This design comes from an exercise in tuning for small area and a short achievable clock period on the open sky130 flow, not from production work.

==> flow/design.v <==
module thresholding(
    input wire clk, reset, enable,
    input wire signed [11 : 0] sig,
    output wire signed [11 : 0] y,
    output reg done,
    output reg [11 : 0] id
    );
localparam W = 13;
function lt_const11(input [10 : 0] a, input [10 : 0] k);
    integer i;
    reg r;
    begin
        r = 1'b0;
        for (i = 0; i < 11; i = i + 1)
            r = k[i] ? (~a[i] | r) : (~a[i] & r);
        lt_const11 = r;
    end
endfunction
function le_const16(input [15 : 0] a, input [15 : 0] k);
    integer i;
    reg r;
    begin
        r = 1'b1;
        for (i = 0; i < 16; i = i + 1)
            r = k[i] ? (~a[i] | r) : (~a[i] & r);
        le_const16 = r;
    end
endfunction
function [11 : 0] add_const12(input [11 : 0] a, input [11 : 0] k);
    integer i, j, m;
    reg c, t;
    begin
        for (i = 0; i < 12; i = i + 1) begin
            c = 1'b0;
            for (j = 0; j < i; j = j + 1) begin
                if (k[j]) begin
                    t = 1'b1;
                    for (m = i - 1; m > j; m = m - 1)
                        if (!k[m]) t = t & a[m];
                    t = t & a[j];
                    c = c | t;
                end
            end
            add_const12[i] = a[i] ^ k[i] ^ c;
        end
    end
endfunction
reg [11 : 0] dn [0 : W - 1];          
reg [16 : 0] nl;                      
reg [11 : 0] x13b;                    
reg first;                            
reg [5 : 0] grp;                      
wire idle = ~id[11] & (&id[10 : 0]);
wire working = ~idle;
reg [11 : 0] id_inc;
reg id_c;
integer k;
always @* begin
    id_c = 1'b1;
    for (k = 0; k < 12; k = k + 1) begin
        id_inc[k] = id[k] ^ id_c;
        id_c = id_c & id[k];
    end
end
wire [11 : 0] x = add_const12(sig, 12'd3138);                
wire wrapx = sig[11] & lt_const11(sig[10 : 0], 11'd958);      
wire [11 : 0] spl = {~sig[11], sig[10 : 0]};                  
wire [16 : 0] n = nl + {5'd0, x13b} + {5'd0, ~dn[0][11], dn[0][10 : 0]} + 17'h1f001;
wire f0 = ~n[16] | le_const16(n[15 : 0], 16'd25366);          
wire fw = ~n[16] & ~((&n[15 : 8]) & ~le_const16({8'd0, n[7 : 0]}, 16'd90));    
wire late = ~id[11] & ((|id[10 : 4]) | (id[3] & id[2]));
wire valid = ~first | late;
wire [11 : 0] x12b = (valid & ~reset) ? {dn[W - 1][11], ~dn[W - 1][10 : 0]} : 12'h800;
function [33 : 0] csa(input [11 : 0] sl, input [16 : 0] nn, input f);
    reg [16 : 0] r0, r2, r3, s1, l2b, s2, c2;
    reg [17 : 0] c1;
    begin
        r0 = {5'd0, sl};
        r2 = {3'd0, sl, 2'b00};
        r3 = {2'd0, sl, f, 2'b00};            
        s1 = r0 ^ r2 ^ r3;
        c1 = {(r0 & r2) | (r0 & r3) | (r2 & r3), 1'b0};
        l2b = {c1[16 : 3], f, f, f};          
        s2 = s1 ^ l2b ^ nn;
        c2 = {(s1[15 : 0] & l2b[15 : 0]) | (s1[15 : 0] & nn[15 : 0]) | (l2b[15 : 0] & nn[15 : 0]), 1'b0};
        csa = {s2, c2};
    end
endfunction
function [1 : 0] grp4(input [3 : 0] g, input [3 : 0] p);
    begin
        grp4[1] = g[3] | (p[3] & (g[2] | (p[2] & (g[1] | (p[1] & g[0])))));
        grp4[0] = &p;
    end
endfunction
function low_grp(input [7 : 0] a, input [7 : 0] b, input cin);
    reg [7 : 0] g, p;
    reg [1 : 0] q0, q1;
    begin
        g = a & b;
        p = a ^ b;
        q0 = grp4({g[3 : 1], g[0] | (p[0] & cin)}, p[3 : 0]);
        q1 = grp4(g[7 : 4], p[7 : 4]);
        low_grp = q1[1] | (q1[0] & q0[1]);
    end
endfunction
function [2 : 0] top_grp(input [4 : 0] a, input [4 : 0] b, input [4 : 0] k);
    reg [4 : 0] ta, tb;
    reg [1 : 0] q;
    begin
        ta = a ^ b ^ k;
        tb = {(a[3 : 0] & b[3 : 0]) | (a[3 : 0] & k[3 : 0]) | (b[3 : 0] & k[3 : 0]), 1'b0};
        q = grp4(ta[3 : 0] & tb[3 : 0], ta[3 : 0] ^ tb[3 : 0]);
        top_grp = {ta[4] ^ tb[4], q};
    end
endfunction
wire [33 : 0] cs0 = csa(spl, n, 1'b0);
wire [33 : 0] cs1 = csa(spl, n, 1'b1);
wire [16 : 0] s2 = cs0[33 : 17];
wire [16 : 0] c2 = cs0[16 : 0];
wire lo0 = low_grp(cs0[24 : 17], cs0[7 : 0], 1'b0);
wire lo1 = low_grp(cs1[24 : 17], cs1[7 : 0], 1'b1);
wire [1 : 0] mid = grp4(s2[11 : 8] & c2[11 : 8], s2[11 : 8] ^ c2[11 : 8]);
wire [2 : 0] top0 = top_grp(s2[16 : 12], c2[16 : 12], 5'd0);
wire [2 : 0] top1 = top_grp(s2[16 : 12], c2[16 : 12], 5'd13);
wire [2 : 0] top2 = top_grp(s2[16 : 12], c2[16 : 12], 5'd26);
wire [2 : 0] top = (wrapx & fw) ? top2 : (wrapx | fw) ? top1 : top0;
wire h0 = mid[1] | (mid[0] & lo0);
wire h1 = mid[1] | (mid[0] & lo1);
wire c16 = grp[4] | (grp[3] & (grp[0] ? grp[2] : grp[1]));
wire [11 : 0] y_c0 = grp[5] ? 12'd0 : ~dn[0];
wire [11 : 0] y_c1 = grp[5] ? ~dn[0] : 12'd0;
assign y = c16 ? y_c1 : y_c0;
integer j;
always @(posedge clk) begin
    if (working) begin
        for (j = 1; j < W; j = j + 1)
            dn[j] <= dn[j - 1];
    end
    if (reset)
        dn[0] <= 12'hfff;
    else if (working)
        dn[0] <= ~x;
    if (reset | working)
        x13b <= x12b;
    if (reset) begin
        nl <= 17'd90902;
        first <= 1'b1;
        done <= 1'b0;
        id <= 12'd2047;
    end else begin
        done <= working;
        if (working) begin
            id <= id_inc;
            nl <= n;
            if (late)
                first <= 1'b0;
        end else begin
            id <= {enable, 11'h7ff};
        end
    end
    grp <= {top, h1, h0, f0};
end
endmodule
==> flow/config.mk <==
export PLATFORM = sky130hd
export DESIGN_NAME = thresholding
export DESIGN_NICKNAME = thresholding
export VERILOG_FILES = /design/flow/design.v
export SDC_FILE = /design/flow/constraint.sdc
export NUM_CORES = 4
export LEC_CHECK = 0
export CAP_MARGIN = 20
export CORE_MARGIN = 2
export CORE_UTILIZATION = 40
export CTS_BUF_LIST = sky130_fd_sc_hd__clkbuf_8
export CTS_CLUSTER_DIAMETER = 55
export CTS_CLUSTER_SIZE = 18
export SLEW_MARGIN = 20
==> flow/constraint.sdc <==
create_clock -name core_clock -period 14.0 [get_ports {clk}]
set_input_delay 2.8000 -clock core_clock [delete_from_list [all_inputs] [get_ports {clk}]]
set_output_delay 2.8000 -clock core_clock [all_outputs]
set_load 0.01 [all_outputs]
standard.sh (not shown) runs the stock make flow with config.mk's settings and CLKGATE_MAP_FILE= SYNTH_SCRIPT=/design/flow/synth_recipe.tcl, a recipe that flattens the netlist after the stock synthesis.
==> flow/flow/run.sh <==
#!/bin/bash
set -euo pipefail
bash standard.sh "BUFFER_PORTS_ARGS=-buffer_cell sky130_fd_sc_hd__buf_2" SETUP_SLACK_MARGIN=9.3 finish > standard.log 2>&1
The baseline completed without violations.
Edit:
--- a/flow/design.v
+++ b/flow/design.v
@@ -121,15 +121,14 @@
 wire lo1 = low_grp(cs1[24 : 17], cs1[7 : 0], 1'b1);
 wire [1 : 0] mid = grp4(s2[11 : 8] & c2[11 : 8], s2[11 : 8] ^ c2[11 : 8]);
 wire [2 : 0] top0 = top_grp(s2[16 : 12], c2[16 : 12], 5'd0);
 wire [2 : 0] top1 = top_grp(s2[16 : 12], c2[16 : 12], 5'd13);
 wire [2 : 0] top2 = top_grp(s2[16 : 12], c2[16 : 12], 5'd26);
 wire [2 : 0] top = (wrapx & fw) ? top2 : (wrapx | fw) ? top1 : top0;
-wire h0 = mid[1] | (mid[0] & lo0);
-wire h1 = mid[1] | (mid[0] & lo1);
-wire c16 = grp[4] | (grp[3] & (grp[0] ? grp[2] : grp[1]));
+wire lo = f0 ? lo1 : lo0;
+wire c16 = grp[4] | (grp[3] & (grp[2] | (grp[1] & grp[0])));
 wire [11 : 0] y_c0 = grp[5] ? 12'd0 : ~dn[0];
 wire [11 : 0] y_c1 = grp[5] ? ~dn[0] : 12'd0;
 assign y = c16 ? y_c1 : y_c0;
 integer j;
 always @(posedge clk) begin
     if (working) begin
@@ -155,9 +154,9 @@
             if (late)
                 first <= 1'b0;
         end else begin
             id <= {enable, 11'h7ff};
         end
     end
-    grp <= {top, h1, h0, f0};
+    grp <= {top, mid, lo};
 end
 endmodule
Effect:
- worst hold slack is worse by 0.0046 ns
- final area went down by 4.6%
- setup slack got worse by 0.10 ns
- non-clock buffer count goes down by 5
- cell count decreases by 0.36%
- first-iteration DRC count goes down by 0.79%
- die area came out lower by 0.41%
- wire length is lower by 2.4%
- synthesized area drops by 0.42%
- via count falls by 1.8%
- global-route usage went down by 0.19 points
- count of clock-buffer cells in the layout drops by 4
Function was not checked in any run of this note: the RTL went through the layout flow alone.

==> re-timing with driven ports <==
The results above use ideal ports. As a check the final layouts listed here were re-extracted and re-timed, cells and wires unchanged.
Step 1 (the two cells are an assumption about what drives the block):
set clk [get_ports {clk}]
set_driving_cell -lib_cell sky130_fd_sc_hd__clkbuf_16 $clk
set_driving_cell -lib_cell sky130_fd_sc_hd__buf_2 [delete_from_list [all_inputs] $clk]
Step 2 also shifts input and output timing later by t, the mid clock arrival at the registers, as if the neighbouring blocks saw the same clock.
Slacks: ideal ports / drivers / drivers and shift; pairs: ideal ports / drivers.
| run | t (ns) | setup WS [ns] | hold slack, ns |
|---|---|---|---|
| the first run | 0.579 | 9.284 / 9.245 / 8.797 | 0.412 / 0.412 / 0.412 |
| the second run | 0.555 | 9.183 / 9.204 / 8.649 | 0.407 / 0.407 / 0.407 |
After both steps every run listed still meets setup and hold. For the second run, which loses most, drivers alone change the setup slack by +0.021 ns; drivers and shift together by -0.534 ns.
